From an optimization exercise on the open Yosys and OpenROAD flow, aimed at small area, a short achievable clock period and few clock cycles per item; shortcuts taken in it are not production practice.
The RTL was checked by simulation tests, not by an equivalence proof against the original design.

==> flow/design.v (excerpt) <==
module geofence ( clk,reset,X,Y,valid,is_inside);
    input clk;
    input reset;
    input [9:0] X;
    input [9:0] Y;
    output reg valid;
    output reg is_inside;
    reg [3:0] cnt;           
    reg [9:0] ox, oy;        
    reg wsx, wsy, wzx, wzy;
    reg [9:0] wmx, wmy;
    reg [23:0] wp, rq, lq;
    reg ld_rq, ld_lq;
    reg full;
    wire rsx, rsy, lsx, lsy, rzx, rzy, lzx, lzy;
    wire [9:0] rmx, rmy, lmx, lmy;
    assign {rsx, rmx, rzx, rsy, rmy, rzy} = ld_rq ? wp : rq;
    assign {lsx, lmx, lzx, lsy, lmy, lzy} = ld_lq ? wp : lq;
    wire signed [10:0] dx = $signed({1'b0, X}) - $signed({1'b0, ox});
    wire signed [10:0] dy = $signed({1'b0, Y}) - $signed({1'b0, oy});
    wire [9:0] ax = dx[10] ? -dx[9:0] : dx[9:0];
    wire [9:0] ay = dy[10] ? -dy[9:0] : dy[9:0];
    wire r_s1 = rsx ^ wsy, r_s2 = rsy ^ wsx;
    wire l_s1 = lsx ^ wsy, l_s2 = lsy ^ wsx;
    wire r_z = (rzx | wzy) & (rzy | wzx);
    wire l_z = (lzx | wzy) & (lzy | wzx);
    wire dr_cin = !r_s1;
    wire dl_cin = !l_s1;
  ...
Size in the first run: about 1600 cells after synthesis, roughly 24 I/O pins, roughly 17000 µm² of cells after synthesis.
clock: 11.0 ns
lec_check: 0
cap_margin: 20
core_margin: 2
core_utilization: 40
setup_slack_margin: 5
slew_margin: 20
run.sh (not shown) runs the stock make flow with config.mk's settings and CLKGATE_MAP_FILE= SYNTH_SCRIPT=/design/flow/synth_recipe.tcl, a recipe that flattens the netlist after the stock synthesis.
Testbench counts at the start, summed over its fixed seeds: cycles 20,369, items 2,400.
Next try:
--- a/flow/design.v
+++ b/flow/design.v
@@ -1,28 +1,23 @@
 module geofence ( clk,reset,X,Y,valid,is_inside);
     input clk;
     input reset;
     input [9:0] X;
     input [9:0] Y;
     output reg valid;
     output reg is_inside;
     reg [3:0] cnt;           
     reg [9:0] ox, oy;        
-    reg wsx, wsy, wzx, wzy;
-    reg [9:0] wmx, wmy;
-    reg [23:0] wp, rq, lq;
-    reg ld_rq, ld_lq;
+    reg wsx, wsy, rsx, rsy, lsx, lsy;
+    reg [9:0] wmx, wmy, rmx, rmy, lmx, lmy;
+    reg wzx, wzy, rzx, rzy, lzx, lzy;
     reg full;
-    wire rsx, rsy, lsx, lsy, rzx, rzy, lzx, lzy;
-    wire [9:0] rmx, rmy, lmx, lmy;
-    assign {rsx, rmx, rzx, rsy, rmy, rzy} = ld_rq ? wp : rq;
-    assign {lsx, lmx, lzx, lsy, lmy, lzy} = ld_lq ? wp : lq;
     wire signed [10:0] dx = $signed({1'b0, X}) - $signed({1'b0, ox});
     wire signed [10:0] dy = $signed({1'b0, Y}) - $signed({1'b0, oy});
     wire [9:0] ax = dx[10] ? -dx[9:0] : dx[9:0];
     wire [9:0] ay = dy[10] ? -dy[9:0] : dy[9:0];
     wire r_s1 = rsx ^ wsy, r_s2 = rsy ^ wsx;
     wire l_s1 = lsx ^ wsy, l_s2 = lsy ^ wsx;
     wire r_z = (rzx | wzy) & (rzy | wzx);
     wire l_z = (lzx | wzy) & (lzy | wzx);
     wire dr_cin = !r_s1;
     wire dl_cin = !l_s1;
@@ -400,44 +395,45 @@
     wire cr_neg = (r_s1 == r_s2) ? (dr_sgn ^ r_s1) : (r_s1 && !r_z);
     wire cl_neg = (l_s1 == l_s2) ? (dl_sgn ^ l_s1) : (l_s1 && !l_z);
     wire cr_zero = (r_s1 == r_s2) ? dr_zero : r_z;
     wire cl_zero = (l_s1 == l_s2) ? dl_zero : l_z;
     wire cr_pos = !cr_neg && !cr_zero;
     wire cl_pos = !cl_neg && !cl_zero;
     wire w_zero = wzx && wzy;
     wire w_opp = ((wsx != rsx) && !wzx) || ((wsy != rsy) && !wzy);
     wire first = (cnt == 4'd2);
     wire step = (cnt >= 4'd3) && (cnt <= 4'd7);
-    wire set_l = !cl_neg && !cr_neg;
-    wire set_r = cr_neg && cl_neg;
+    wire set_l = !cl_neg;
+    wire set_r = cr_neg;
     wire to_full = w_zero
-                 || (cl_pos && !cr_pos)
-                 || (cr_neg && !cl_neg)
-                 || (cr_zero && cl_zero && w_opp);
+                 || (!cl_neg && (cr_neg || cr_zero) && !(cl_zero && cr_zero && !w_opp));
     always @(posedge clk or posedge reset) begin
         if (reset) begin
             cnt <= 4'd0;
             valid <= 1'b0;
         end else begin
             cnt <= valid ? 4'd0 : cnt + 4'd1;
             valid <= !valid && ((cnt == 4'd7) || ((cnt == 4'd5 || cnt == 4'd6) && (full || to_full)));
         end
     end
     always @(posedge clk) begin
         if (cnt == 4'd0) begin
             ox <= X;
             oy <= Y;
         end
         wsx <= dx[10]; wmx <= ax; wzx <= (dx == 11'sd0);
         wsy <= dy[10]; wmy <= ay; wzy <= (dy == 11'sd0);
-        wp <= {wsx, wmx, wzx, wsy, wmy, wzy};
-        rq <= {rsx, rmx, rzx, rsy, rmy, rzy};
-        lq <= {lsx, lmx, lzx, lsy, lmy, lzy};
-        ld_rq <= first || (step && set_r);
-        ld_lq <= first || (step && set_l);
+        if (first || (step && set_r)) begin
+            rsx <= wsx; rmx <= wmx; rzx <= wzx;
+            rsy <= wsy; rmy <= wmy; rzy <= wzy;
+        end
+        if (first || (step && set_l)) begin
+            lsx <= wsx; lmx <= wmx; lzx <= wzx;
+            lsy <= wsy; lmy <= wmy; lzy <= wzy;
+        end
         if (first)
             full <= w_zero;
         else if (step)
             full <= full || to_full;
         is_inside <= full || to_full;
     end
 endmodule
Non-clock buffer count increases by 22.
Final cell count decreases by 5.2%.
First-iteration DRC count decreases by about 7%.
Worst hold slack improves by 38 ps.
Synthesized cell count decreases by 8.4%.
Routed wire length decreases by about 5.6%.
Flip-flop and latch count decreases by 26.
Sequential share of layout area increases by 0.69 points.
Testbench counts after the change, summed over its fixed seeds: cycles 20,369, items 2,400.

========
geofence, a different RTL version from the one above (not shown whole).
For scale: ~99 flip-flops, about 24 I/O pins, roughly 16,000 um^2 of cells after synthesis.
clock: 11.0 ns
lec_check: 0
cap_margin: 20
core_margin: 2
core_utilization: 40
setup_slack_margin: 5
slew_margin: 20
tns_end_percent: 0
The first run went through all stages and came out clean.
Testbench counts at the start, summed over its fixed seeds: cycles 20,369, items 2,400.
==> next run, changes <==
--- a/flow/design.v
+++ b/flow/design.v
@@ -1,19 +1,24 @@
 module geofence ( clk,reset,X,Y,valid,is_inside);
     input clk;
     input reset;
     input [9:0] X;
     input [9:0] Y;
-    output reg valid;
-    output reg is_inside;
+    output valid;
+    output is_inside;
     reg [3:0] cnt;           
     reg [9:0] ox, oy;        
-    reg wsx, wsy, rsx, rsy, lsx, lsy;
-    reg [9:0] wmx, wmy, rmx, rmy, lmx, lmy;
-    reg wzx, wzy, rzx, rzy, lzx, lzy;
+    reg wsx, wsy, wzx, wzy;
+    reg [9:0] wmx, wmy;
+    reg [23:0] wp, rq, lq;
+    reg ld_rq, ld_lq;
     reg full;
+    wire rsx, rsy, lsx, lsy, rzx, rzy, lzx, lzy;
+    wire [9:0] rmx, rmy, lmx, lmy;
+    assign {rsx, rmx, rzx, rsy, rmy, rzy} = ld_rq ? wp : rq;
+    assign {lsx, lmx, lzx, lsy, lmy, lzy} = ld_lq ? wp : lq;
     wire signed [10:0] dx = $signed({1'b0, X}) - $signed({1'b0, ox});
     wire signed [10:0] dy = $signed({1'b0, Y}) - $signed({1'b0, oy});
     wire [9:0] ax = dx[10] ? -dx[9:0] : dx[9:0];
     wire [9:0] ay = dy[10] ? -dy[9:0] : dy[9:0];
     wire r_s1 = rsx ^ wsy, r_s2 = rsy ^ wsx;
     wire l_s1 = lsx ^ wsy, l_s2 = lsy ^ wsx;
@@ -399,43 +404,39 @@
     wire cr_pos = !cr_neg && !cr_zero;
     wire cl_pos = !cl_neg && !cl_zero;
     wire w_zero = wzx && wzy;
     wire w_opp = ((wsx != rsx) && !wzx) || ((wsy != rsy) && !wzy);
     wire first = (cnt == 4'd2);
     wire step = (cnt >= 4'd3) && (cnt <= 4'd7);
-    wire set_l = !cl_neg && !cr_neg;
-    wire set_r = cr_neg && cl_neg;
-    wire to_full = w_zero
-                 || (cl_pos && !cr_pos)
-                 || (cr_neg && !cl_neg)
-                 || (cr_zero && cl_zero && w_opp);
+    wire set_l = !cl_neg;
+    wire set_r = cr_neg;
+    reg f_wz, f_step, f_cln, f_crn, f_clz, f_crz, f_opp;
+    wire to_full = f_wz
+                 || (f_step && !f_cln && (f_crn || f_crz) && !(f_clz && f_crz && !f_opp));
+    wire full_now = (cnt == 4'd3) ? to_full : (full || to_full);
+    assign valid = (cnt == 4'd8) || ((cnt == 4'd6 || cnt == 4'd7) && full_now);
+    assign is_inside = full_now;
     always @(posedge clk or posedge reset) begin
-        if (reset) begin
+        if (reset)
             cnt <= 4'd0;
-            valid <= 1'b0;
-        end else begin
+        else
             cnt <= valid ? 4'd0 : cnt + 4'd1;
-            valid <= !valid && ((cnt == 4'd7) || ((cnt == 4'd5 || cnt == 4'd6) && (full || to_full)));
-        end
     end
     always @(posedge clk) begin
         if (cnt == 4'd0) begin
             ox <= X;
             oy <= Y;
         end
         wsx <= dx[10]; wmx <= ax; wzx <= (dx == 11'sd0);
         wsy <= dy[10]; wmy <= ay; wzy <= (dy == 11'sd0);
-        if (first || (step && set_r)) begin
-            rsx <= wsx; rmx <= wmx; rzx <= wzx;
-            rsy <= wsy; rmy <= wmy; rzy <= wzy;
-        end
-        if (first || (step && set_l)) begin
-            lsx <= wsx; lmx <= wmx; lzx <= wzx;
-            lsy <= wsy; lmy <= wmy; lzy <= wzy;
-        end
-        if (first)
-            full <= w_zero;
-        else if (step)
-            full <= full || to_full;
-        is_inside <= full || to_full;
+        wp <= {wsx, wmx, wzx, wsy, wmy, wzy};
+        rq <= {rsx, rmx, rzx, rsy, rmy, rzy};
+        lq <= {lsx, lmx, lzx, lsy, lmy, lzy};
+        ld_rq <= first || (step && set_r);
+        ld_lq <= first || (step && set_l);
+        f_wz <= w_zero; f_step <= step;
+        f_cln <= cl_neg; f_crn <= cr_neg;
+        f_clz <= cl_zero; f_crz <= cr_zero;
+        f_opp <= w_opp;
+        full <= full_now;
     end
 endmodule
Critical path depth goes up by 2.
Clock-buffer cell count goes up by 8.
Non-clock buffer count goes up by 37.
Die area goes up by 4.5%.
Worst setup slack improved by 0.31 ns.
Hold slack got worse by 0.021 ns.
Cell area goes up by 9.0%.
Core utilization goes up by 1.6 points.
Testbench counts after the change, summed over its fixed seeds: cycles 20,369, items 2,400.

[afterwards: timing with drivers on the ports]
The results above use ideal ports. As a check the final layouts listed here were re-extracted and re-timed, cells and wires unchanged.
Step 1 assumes that a clkbuf_16 drives the clock port and a buf_2 every other input.
Step 2, shift: input delay + t, output delay - t, t = (earliest + latest rising clock arrival at the registers) / 2. This alone moves slack from input paths to output paths.
Slacks: ideal / step 1 / step 2; pairs: ideal / step 1.
| run | t (ns) | setup slack, ns | worst setup path at the end |
|---|---|---|---|
| the first run of note 1 | 0.459 | 4.549 / 4.549 / 4.549 | register to register |
| the second run of note 1 | 0.390 | 4.681 / 4.681 / 4.681 | register to register |
| the first run of note 2 | 0.384 | 4.638 / 4.638 / 4.638 | register to register |
| the second run of note 2 | 0.476 | 4.946 / 4.946 / 4.946 | register to register |
After both steps setup and hold are still met in every run listed.
